Source: an optimization exercise on an open RTL-to-GDS flow (aim: a short achievable clock period and few clock cycles). Production flows keep margins and buffers that such runs may drop. In this exercise RTL edits were held to simulation tests only and were not proved equivalent to the original. Power and IR drop assume default switching activity.

===== flow/config.mk =====
export PLATFORM = sky130hd
export DESIGN_NAME = control_unit
export DESIGN_NICKNAME = control_unit
export VERILOG_FILES = /design/flow/design.v
export SDC_FILE = /design/flow/constraint.sdc
export NUM_CORES = 4
export LEC_CHECK = 0
export CAP_MARGIN = 20
export CORE_MARGIN = 2
export CORE_UTILIZATION = 40
export PLACE_DENSITY = 0.6
export SLEW_MARGIN = 20

===== flow/constraint.sdc =====
create_clock -name core_clock -period 19.0 [get_ports {clk}]
set_input_delay 3.8000 -clock core_clock [delete_from_list [all_inputs] [get_ports {clk}]]
set_output_delay 3.8000 -clock core_clock [all_outputs]
set_load 0.01 [all_outputs]

===== flow/design.v =====
module left_shift(in1,in2,enable,out);   
    input [31:0]in1,in2;
    input enable;
    output [31:0] out;
    wire [31:0] out;
    assign out=enable?((in2[0]==1'b1)?{in1[30:0],1'b0}:in1):32'b0; 
endmodule
module right_shift_logical(in1,in2,enable,out); 
    input [31:0]in1,in2;
    input enable;
    output [31:0] out;
    wire [31:0] out;
    wire temp;
    assign temp=0;
    assign out=enable?((in2[0]==1)?{temp,in1[31:1]}:in1):32'b0; 
endmodule
module right_shift_arithmetic(in1,in2,enable,out); 
    input [31:0]in1,in2;
    input enable;
    output [31:0] out;
    wire [31:0] out;
    assign out=enable?((in2[0]==1)?{in1[31],in1[31:1]}:in1):32'b0; 
endmodule
module and_op(in1,in2,enable,out);   
    input [31:0]in1,in2;
    input enable;
    output [31:0] out;
    wire [31:0] out;
    assign out=enable?in1&in2:32'b0; 
endmodule
module or_op(in1,in2,enable,out); 
    input [31:0]in1,in2;
    input enable;
    output [31:0] out;
    wire [31:0] out;
    assign out=enable?in1|in2:32'b0; 
endmodule
module not_op(in1,in2,enable,out);   
    input [31:0]in1,in2;
    input enable;
    output [31:0] out;
    wire [31:0] out;
    assign out=enable?~in1:32'b0; 
endmodule
module cla(in1,in2,carry_in,carry_out,enable,sum_output); 
    input [7:0] in1;
    input [7:0] in2;
    output carry_out;
    input enable;
    input carry_in;
    output [7:0] sum_output;
    wire [7:0] sum_output;
    wire carry_out;
    wire [7:0] p; 
    wire [7:0] g; 
    assign p=in1^in2;
    assign g=in1&in2;
    wire [8:0] c; 
    assign c[0]=carry_in; 
    assign c[1]=g[0]|p[0]&carry_in;
        assign c[2]=g[1]|p[1]&(g[0]|p[0]&carry_in);
        assign c[3]=g[2]|p[2]&(g[1]|p[1]&(g[0]|p[0]&carry_in));
        assign c[4]=g[3]|p[3]&(g[2]|p[2]&(g[1]|p[1]&(g[0]|p[0]&carry_in)));
        assign c[5]=g[4]|p[4]&(g[3]|p[3]&(g[2]|p[2]&(g[1]|p[1]&(g[0]|p[0]&carry_in))));
        assign c[6]=g[5]|p[5]&(g[4]|p[4]&(g[3]|p[3]&(g[2]|p[2]&(g[1]|p[1]&(g[0]|p[0]&carry_in)))));
        assign c[7]=g[6]|p[6]&(g[5]|p[5]&(g[4]|p[4]&(g[3]|p[3]&(g[2]|p[2]&(g[1]|p[1]&(g[0]|p[0]&carry_in))))));
        assign c[8]=g[7]|p[7]&(g[6]|p[6]&(g[5]|p[5]&(g[4]|p[4]&(g[3]|p[3]&(g[2]|p[2]&(g[1]|p[1]&(g[0]|p[0]&carry_in)))))));
    assign sum_output=enable?p^c[7:0]:8'b0;
    assign carry_out=enable?c[8]:1'b0;
endmodule
module large_adder(input [31:0] in1,input [31:0] in2,output wire [31:0] out,input carry_in,input enable);
    wire [5:0]carry;
    cla C1(in1[7:0],in2[7:0],carry_in,carry[1],enable,out[7:0]);
    cla C2(in1[15:8],in2[15:8],carry[1],carry[2],enable,out[15:8]);
    cla C3(in1[23:16],in2[23:16],carry[2],carry[3],enable,out[23:16]);
    cla C4(in1[31:24],in2[31:24],carry[3],carry[4],enable,out[31:24]);
endmodule
module subtractor(in1,in2,enable,diff_output); 
    input [31:0] in1;
    input [31:0] in2;
    input enable;
    output [31:0] diff_output;
    wire [31:0] diff_output;
    wire [31:0] temp;
    wire carry_in;
    assign carry_in=1'b1;
    assign temp=~in2;
    large_adder A1 (in1,temp,diff_output,carry_in,enable); 
endmodule
module xor_op(in1,in2,enable,out); 
    input [31:0]in1,in2;
    input enable;
    output [31:0] out;
    wire [31:0] out;
    assign out=enable?in1^in2:32'b0; 
endmodule
module my_decoder(inp,outp); 
    input [3:0] inp; 
    output [8:0] outp; 
    reg [8:0] outp;
    always @(inp)
    begin
        case (inp) 
            4'b0000: outp=9'b000000001;
            4'b0001: outp=9'b000000010;
            4'b0010: outp=9'b000000100;
            4'b0011: outp=9'b000001000;
            4'b0100: outp=9'b000010000;
            4'b0101: outp=9'b000100000;
            4'b0110: outp=9'b001000000;
            4'b0111: outp=9'b010000000;
            4'b1000: outp=9'b100000000;
            default: outp=9'b000000000;
    endcase
    end
endmodule
module ALU(in1,in2,sel,out);
    input [31:0]in1,in2;
    output [31:0] out;
    input [3:0] sel;
    wire [8:0] enable;
    wire carry_in;
    wire [31:0] o0,o1,o2,o3,o4,o5,o6,o7,o8;
    assign carry_in=1'b0;
    my_decoder M(sel,enable); 
    large_adder M1(in1,in2,o0,carry_in,enable[0]); 
    subtractor M2(in1,in2,enable[1],o1);
    right_shift_arithmetic M3(in1,in2,enable[2],o2);
    left_shift M4(in1,in2,enable[3],o3);
    right_shift_logical M5(in1,in2,enable[4],o4);
    and_op M6(in1,in2,enable[5],o5);
    not_op M7(in1,in2,enable[6],o6);
    or_op M8(in1,in2,enable[7],o7);
    xor_op M9(in1,in2,enable[8],o8);
    assign out=o0|o1|o2|o3|o4|o5|o6|o7|o8;
endmodule
module reg_bank(read_addr1, read_addr2, write_addr, write_data, write_enable, read_data1, read_data2, clk);
    input [3:0] read_addr1, read_addr2, write_addr;
    input [31:0] write_data;
    input write_enable;
    output [31:0] read_data1, read_data2;
    wire [31:0] read_data1, read_data2;
    reg [31:0] reg_bank [0:15];
    input clk;
    always @(posedge clk)
    begin
        if(write_enable)
            reg_bank[write_addr] <= write_data;
    end
    assign read_data1 = reg_bank[read_addr1];
    assign read_data2 = reg_bank[read_addr2];
endmodule
module pos_edge_det (input sig,  
                     input clk,  
                     input rst,
                     output pe);  
   reg sig_dly;  
   always @ (posedge clk) begin
      if (rst)
         sig_dly <= 1'b1;
      else
         sig_dly <= sig;
   end
   assign pe = sig & ~sig_dly;
endmodule
module two_to_one_mux(in1, in2, sel, out);
    input [31:0] in1;
    input[31:0] in2;
    input sel;
    output wire[31:0] out;
    assign out = sel?in2:in1;
endmodule
module two_to_one_mux_small(in1, in2, sel, out);
    input [3:0] in1;
    input [3:0] in2;
    input sel;
    output wire[3:0] out;
    assign out = sel?in2:in1;
endmodule
module three_to_one_mux(
    input [31:0] in1, in2, in3,
    input [1:0] sel,
    output reg [31:0] out
);
    always @(in1 or in2 or in3 or sel)
    begin
        case(sel)
        0: out=in1;
        1: out=in2;
        2: out=in3;
        3: out=0;
        endcase
    end
endmodule
module three_to_one_mux_small(
    input [9:0] in1, in2, in3,
    input [1:0] sel,
    output reg [9:0] out
);
    always @(in1 or in2 or in3 or sel)
    begin
        case(sel)
        0: out=in1;
        1: out=in2;
        2: out=in3;
        3: out=0;
        endcase
    end
endmodule
module four_to_one_mux(
    input [31:0] in1, in2, in3,in4,
    input [1:0] sel,
    output reg [31:0] out
);
    always @(in1 or in2 or in3 or sel or in4)
    begin
        case(sel)
        0: out=in1;
        1: out=in2;
        2: out=in3;
        3: out=in4;
        endcase
    end
endmodule
module datapath(
    input wire clk,
    input wire rst,
    output wire [9:0] addra,
    output wire [31:0] dina,
    input wire [31:0] douta,
    input wire [3:0] read_addr1,read_addr2,
    input wire write_enable,
    output wire [31:0] read_data1, read_data2,
    input wire [3:0] sel,
    output wire [31:0] out,
    input wire [31:0] pc,
    output reg [31:0] stackpointer,
    input wire [1:0] alusrc_1,alusrc_2,memsrc,
    input wire [31:0] instruction,
    input wire reg_addr_src,
    input wire [1:0] reg_write_src,
    input wire [1:0] mem_addr_src,
    input wire stack_addr,
    input wire update_sp,
    input [31:0] immediate
);
    wire [31:0] in1,in2;
    wire [31:0] write_data;
    wire [3:0] write_addr;
    wire [31:0] temp;
    assign temp = 32'd1;
    reg_bank M1(read_addr1, read_addr2, write_addr, write_data, write_enable, read_data1, read_data2, clk);
    wire [31:0] stack_temp;
    three_to_one_mux mux1(read_data1, stackpointer, pc, alusrc_1, in1);
    three_to_one_mux mux2(read_data2, immediate, temp, alusrc_2, in2);
    four_to_one_mux mux3(read_data1,read_data2,pc,stackpointer,memsrc,dina);
    two_to_one_mux_small mux4(instruction[14:11],instruction[19:16],reg_addr_src,write_addr);
    four_to_one_mux mux5(out,read_data1,douta,immediate, reg_write_src, write_data);
    three_to_one_mux_small mux6(out[9:0],stackpointer[9:0],pc[9:0],mem_addr_src,addra);
    two_to_one_mux mux7 (out,douta,stack_addr,stack_temp);
    ALU M2 (in1,in2,sel,out);
    always @(posedge clk)
    begin
        if (rst)
            stackpointer <= 32'd0;
        else if (update_sp)
            stackpointer <= stack_temp;
    end
endmodule
module control_unit(
    input  wire        clk,
    input  wire        rst,
    input  wire        button1,
    output wire        mem_en,
    output wire        mem_we,
    output wire [9:0]  mem_addr,
    output wire [31:0] mem_wdata,
    input  wire [31:0] mem_rdata,
    output wire        halted
);
    reg [3:0] counter;
    reg [31:0] instruction;
    reg halt;
    reg [31:0] pc;
    wire [31:0] read_data1, read_data2;
    wire [31:0] stackpointer;
    wire [31:0] out;
    wire p1;
    wire [5:0] opcode = instruction[31:26];
    wire [5:0] func = instruction[5:0];
    wire [31:0] immediate = { {16{instruction[15]}}, instruction[15:0] };
    wire [3:0] read_addr1 = instruction[24:21];
    wire [3:0] read_addr2 = instruction[19:16];
    wire op_r    = (opcode == 6'd0);
    wire r_alu   = op_r && (func <= 6'd8);
    wire r_move  = op_r && (func == 6'd10);
    wire r_push  = op_r && (func == 6'd11);
    wire r_pop   = op_r && (func == 6'd12);
    wire r_ret   = op_r && (func == 6'd13);
    wire i_alu   = (opcode >= 6'd1) && (opcode <= 6'd9);
    wire i_br    = (opcode >= 6'd10) && (opcode <= 6'd13);
    wire i_ld    = (opcode == 6'd14);
    wire i_st    = (opcode == 6'd15);
    wire i_ldsp  = (opcode == 6'd16);
    wire i_stsp  = (opcode == 6'd17);
    wire i_call  = (opcode == 6'd18);
    wire i_li    = (opcode == 6'd19);
    reg [3:0] sel;
    reg [1:0] alusrc_1, alusrc_2;
    always @(*)
    begin
        sel = 4'd0;
        alusrc_1 = 2'd0;
        alusrc_2 = 2'd0;
        if (r_alu)
            sel = func[3:0];
        if (r_push)
        begin
            sel = 4'd1;
            alusrc_1 = 2'd1;
            alusrc_2 = 2'd2;
        end
        if (r_pop || r_ret)
        begin
            alusrc_1 = 2'd1;
            alusrc_2 = 2'd2;
        end
        case (opcode)
            6'd2: sel = 4'd1;
            6'd3: sel = 4'd5;
            6'd4: sel = 4'd7;
            6'd5: sel = 4'd8;
            6'd6: sel = 4'd6;
            6'd7: sel = 4'd3;
            6'd8: sel = 4'd4;
            6'd9: sel = 4'd2;
            default: ;
        endcase
        if (i_alu || i_ld || i_st || i_ldsp || i_stsp)
        begin
            alusrc_1 = 2'd0;
            alusrc_2 = 2'd1;
        end
        if (i_br)
        begin
            alusrc_1 = 2'd2;
            alusrc_2 = 2'd1;
        end
        if (i_call)
        begin
            alusrc_1 = 2'd1;
            alusrc_2 = 2'd2;
            sel = 4'd1;
        end
    end
    wire st_fetch = (counter == 4'd1);
    wire st_mem   = (counter == 4'd5);
    wire st_wb    = (counter == 4'd6);
    wire mem_op   = r_push | r_pop | r_ret | i_ld | i_st | i_ldsp | i_stsp | i_call;
    wire mem_wr   = r_push | i_st | i_stsp | i_call;
    wire [1:0] mem_addr_src = st_fetch ? 2'd2 : ((r_pop | r_ret) ? 2'd1 : 2'd0);
    wire [1:0] memsrc = i_st ? 2'd1 : (i_stsp ? 2'd3 : (i_call ? 2'd2 : 2'd0));
    wire reg_addr_src = ~op_r;
    wire [1:0] reg_write_src = (r_alu | i_alu) ? 2'd0 :
                               r_move ? 2'd1 :
                               (r_pop | i_ld) ? 2'd2 : 2'd3;
    wire write_enable = st_wb & ~halt & (r_alu | r_move | r_pop | i_alu | i_ld | i_li);
    wire stack_addr = i_ldsp;
    wire update_sp = ~halt & ((st_mem & (r_push | r_pop | r_ret | i_call)) | (st_wb & i_ldsp));
    assign mem_en = ~halt & (st_fetch | (st_mem & mem_op));
    assign mem_we = ~halt & st_mem & mem_wr;
    assign halted = halt;
    datapath M10 (clk, rst, mem_addr, mem_wdata, mem_rdata, read_addr1, read_addr2, write_enable,
                  read_data1, read_data2, sel, out, pc, stackpointer, alusrc_1, alusrc_2, memsrc,
                  instruction, reg_addr_src, reg_write_src, mem_addr_src, stack_addr, update_sp,
                  immediate);
    pos_edge_det P1(button1, clk, rst, p1);
    wire taken = (opcode == 6'd10) ||
                 ((opcode == 6'd11) && $signed(read_data1) < 0) ||
                 ((opcode == 6'd12) && $signed(read_data1) > 0) ||
                 ((opcode == 6'd13) && (read_data1 == 32'd0));
    always @(posedge clk)
    begin
        if (rst)
        begin
            counter <= 4'd0;
            pc <= 32'd0;
            halt <= 1'b0;
        end
        else if (halt)
        begin
            if (p1)
                halt <= 1'b0;
        end
        else
        begin
            case (counter)
            4'd0: counter <= 4'd1;
            4'd1: counter <= 4'd2;
            4'd2:
            begin
                counter <= 4'd3;
                instruction <= mem_rdata;
                if (mem_rdata[31:26] == 6'd62)
                    halt <= 1'b1;
            end
            4'd3: counter <= 4'd4;
            4'd4:
            begin
                counter <= 4'd5;
                if (i_br && taken)
                    pc <= out;
                else
                    pc <= pc + 32'd1;
            end
            4'd5: counter <= 4'd6;
            4'd6:
            begin
                counter <= 4'd8;
                if (r_ret)
                    pc <= mem_rdata;
                if (i_call)
                    pc <= pc + immediate;
            end
            4'd8: counter <= 4'd9;
            4'd9: counter <= 4'd7;
            4'd7: counter <= 4'd0;
            default: counter <= 4'd0;
            endcase
        end
    end
endmodule

===== flow/run.sh =====
#!/bin/bash
# synth_recipe.tcl (not shown) runs the flow's synth.tcl, then flattens the netlist and writes it again
# the make line also repeats each setting of config.mk as NAME=value (left out here)
make -C /OpenROAD-flow-scripts/flow DESIGN_CONFIG=/design/flow/config.mk WORK_HOME=/design/flow/orfs CLKGATE_MAP_FILE= SYNTH_SCRIPT=/design/flow/synth_recipe.tcl finish

==> impl_results.md <==
* Layout Skew at 0.0515 ns
* Pwr/cell area at 91.6 nW/µm²
* Drt drc at 0
* Net Count, Synth at 3166
* DRT iter0 DRCs at 3988
* Final Max Slew Viols at 0
* Mean post-synth cell area at 12.8 µm²
* Netlist cell types at between 70 and 80
* PostCTS Resize Cnt at 0
* Top cells by area, synth: edfxtp_1 (43%), mux4_2 (17%), dfxtp_1 (4.1%)
* Max FO, Critical Path at 16
* Vias in the first global route at 28500
* RSZ-0062 raised after global routing: false
* Hold Crit Class: reg2reg
* Antenna-violating nets left at 0
* Reg2reg end: M10.M1.reg_bank[6][30]
* H-Tree Depth at 3
* Synthesis-stage register bit count at 620
* HPWL after DPL at 102 mm
* Peak VDD IR at between 0.05 and 0.06 mV
* Final Util at between 40% and 50%
* Largest family of logic cells by synthesized area: multiplexers
* Adder-Cell Fraction of Synth Area at 6.45%
* Number of synthesized flops with an enable pin at 542
* Row count at 112
* Core Area at 93600 µm²
* Actual slew at the worst max-slew pin at about 1.1 ns
* DR vias/cell at 6.71
* Clk slew on worst S/H paths at 0.06 ns
* Hold Startpoint: instruction[24]
* Synth top area share at 42.9%
* TritonCTS buffer count at 71
* Crit path capture type: flip-flop
* FILL cells at around 8500
* Pleak at 14.4 nW
* Crit path launch: instruction[30]
* Port Buf Inserts at 79
* First-pass GRT wire length at about 210 mm
* Routed len/inst at between 30 and 40 µm
* Cell taking the most area after synthesis: edfxtp_1
* Main synth FF type: edfxtp_1
* DR pass1 iterations at 8
* Setup bufs post-CTS at 0
* Cts hold-fix bufs at 0
* Sequential share of the synthesized area at about 47%
* GRT overflow at 0
* Max clock buf depth at 3
* Synth warn at 8
* Simple-gate share of the synthesized area at under 10%
* Setup TNS Final at 0 ns
* CP Class: reg2reg
* RD Place Congestion at approximately 1
* Clock Tree Root: clkbuf_16
* Crit path time final at 18.31 ns
* Finished Cell Area at 43200 µm²
* Final hold viol count at 0
* R2R cell count at 48
* Worst r2r src: instruction[30]
* DP Area at 40800 µm²
* Initial antenna violation count at 3
* Final Setup Violations at 0
* Flop2flop setup slack at between 0.6 and 0.7 ns
* Total Wirelength at 150 mm
* Hold Path Cell Cnt at 2
* Gate count of the mapped netlist at 2972
* Fin crit share at between 90% and 100%
* Largest net degree at the start of global routing at between 70 and 80
* Skew-Pair Late Insertion Delay at about 0.65 ns
* Layout cells sized above 1 at 20.2%
* Nets at 3233
* Startpoint Class: flip-flop
* Ys async rst share at 0%
* Cell area after synthesis at about 38000 µm²
* Die Y at 312 µm
* Total power at roughly 4.0 mW
* Max-cap violation count at 0
* CTS tree: done
* Count leader, synth: edfxtp_1
* Top cells by instance count after synthesis: edfxtp_1 (542), mux4_2 (287), nand2_1 (233)
* IO Pins at 80
* Total GRT Usage at between 30% and 40%
* DIE AREA at 97300 µm²
* Initial core utilization at 40.5%
* Area grow syn2layout at 13.9%
* Relative slew margins at around 22%
* Synth Area in Compound Gates at 13.8%
* CP most frequent cell: fa_1
* Status: no timing/DRC/antenna violations
* CP peak stage delay at 0.52 ns
* Slowest CP cell: edfxtp_1
* Clk sinks at 620
* Via Count at 29200
* Worst Path Required at 19.27 ns
* Synth Area in XOR/XNOR at 1.11%
* CP arrival at 18.58 ns
* Max Fclk at 54.6 MHz
* Chip width at roughly 310 µm
* Mux cell area share after synthesis at 18.6%
==> state kept, by name, summed over array words and instances (netlist names), named ones only <==
register / cells
counter: 4
M10.M1.reg_bank: 512
pc: 32
halt: 1
P1.sig_dly: 1
instruction: 30
M10.stackpointer: 32
==> per-layer routing <==
metal / track usage, % / wire, µm / vias to the layer above
li1: - / - / 12100
met5: 0 / 41 / -
met4: 14.8 / 8760 / 6
met1: 40.5 / 56900 / 15000
met2: 47.6 / 68600 / 1825
met3: 6.04 / 15200 / 359
==> cell usage in the layout, fill, tap and decap left out, drive strengths merged, types with 16 or more instances in the layout <==
cell	netlist	layout
edfxtp	542	542
mux4	287	287
nand2	233	233
nor2	198	198
buf	60	149
a21oi	134	134
inv	102	105
ha	98	98
o21ai	87	87
clkbuf	175	84
clkdlybuf4s50	0	78
dfxtp	78	78
nand3	73	73
fa	61	61
and2	59	59
mux2i	55	55
a22oi	54	54
a32o	46	46
o211ai	38	38
nor3	36	36
clkinv	0	36
a221oi	34	34
a31oi	34	34
a222oi	32	32
a211oi	31	31
a22o	29	29
a2111oi	28	28
nand2b	27	27
o21a	26	26
a221o	26	26
xnor2	26	26
xor2	22	22
and3	20	20
nor4	19	19
a21o	17	17
nor2b	17	17
a311oi	17	17
or3	16	16
==> how the worst max path moves through the flow <==
stage / endpoint / slack, ns
finish: M10.M1.reg_bank[6][30] / 0.69
global route: M10.M1.reg_bank[0][30] / 0.01
floorplan: M10.M1.reg_bank[0][30] / 1.33
detailed placement: M10.M1.reg_bank[6][30] / 0.65
CTS: M10.M1.reg_bank[1][30] / 0.53
global placement: M10.M1.reg_bank[6][30] / 0.66
==> report_power, final <==
part           total, mW  leakage (nW)  switching (mW)  internal, mW
Combinational       1.04          7.72           0.636         0.401
Sequential          1.53          5.50          0.0229          1.51
Clock               1.39          1.15           0.592         0.796
Total               3.96          14.4            1.25          2.71
==> cell type report <==
cell class	count	area [µm²]	share of cell area, %
antenna	4	10.0	0.0232
tap	1254	1570	3.63
timing repair buffer	229	1940	4.48
inverter	102	383	0.886
clock buffer	82	1870	4.33
sequential	620	17900	41.3
clock inverter	47	478	1.11
multi-input combinational	2015	19100	44.2
==> stage by stage <==
step | cells | hold slack (ns) | setup WS [ns]
final | 4353 | 0.448 | 0.690
after global routing | 4349 | 0.480 | 0.0102
after CTS | 4347 | 0.448 | 0.525
after detailed placement | 4218 | 0.431 | 0.647
after global placement | 4218 | 0.437 | 0.656
after floorplan | 2972 | 0.415 | 1.33
==> logic make-up (layout without fill, tap and decap cells) <==
family / Yosys count / count (layout)
multiplexers: 344 / 344
adder cells (fa/ha/maj): 159 / 159
buffers and inverters: 337 / 460
flip-flops: 620 / 620
XOR/XNOR: 48 / 48
AND/OR/NAND/NOR: 755 / 755
AO/OA/AOI/OAI: 709 / 709
other: 0 / 4
==> critical path: cells and delay by family, from the launching register on <==
kind                       cells  cell delay [ns]
adders and majority gates     31            13.55
and+or+nand+nor                6             1.94
AOI/OAI and AO/OA              5             1.14
buffers and inverters          5             0.63
DFF                            1             0.52
muxes                          1             0.13
Testbench counts, summed over its fixed seeds: cycles 332,912.

[what the ideal ports hide]
The results above use ideal ports. As a check the final layout listed here was re-extracted and re-timed, cells and wires unchanged. Step 1 assumes that a clkbuf_16 drives the clock port and a buf_2 every other input. Step 2 also shifts input and output timing later by t, the mid clock arrival at the registers, as if the neighbouring blocks saw the same clock. Three values: ideal ports, drivers, drivers and shift; two values: the first two.
shift t [ns]: 0.696
slack for setup (ns): 0.690 / 0.690 / 0.690
clock arrival spread, ns: 0.052 / 0.052
worst data-port slew with drivers (ns): 0.08
After both steps setup and hold are still met in this run. For this run, drivers alone change the setup slack by 0.000 ns; drivers and shift together by 0.000 ns.
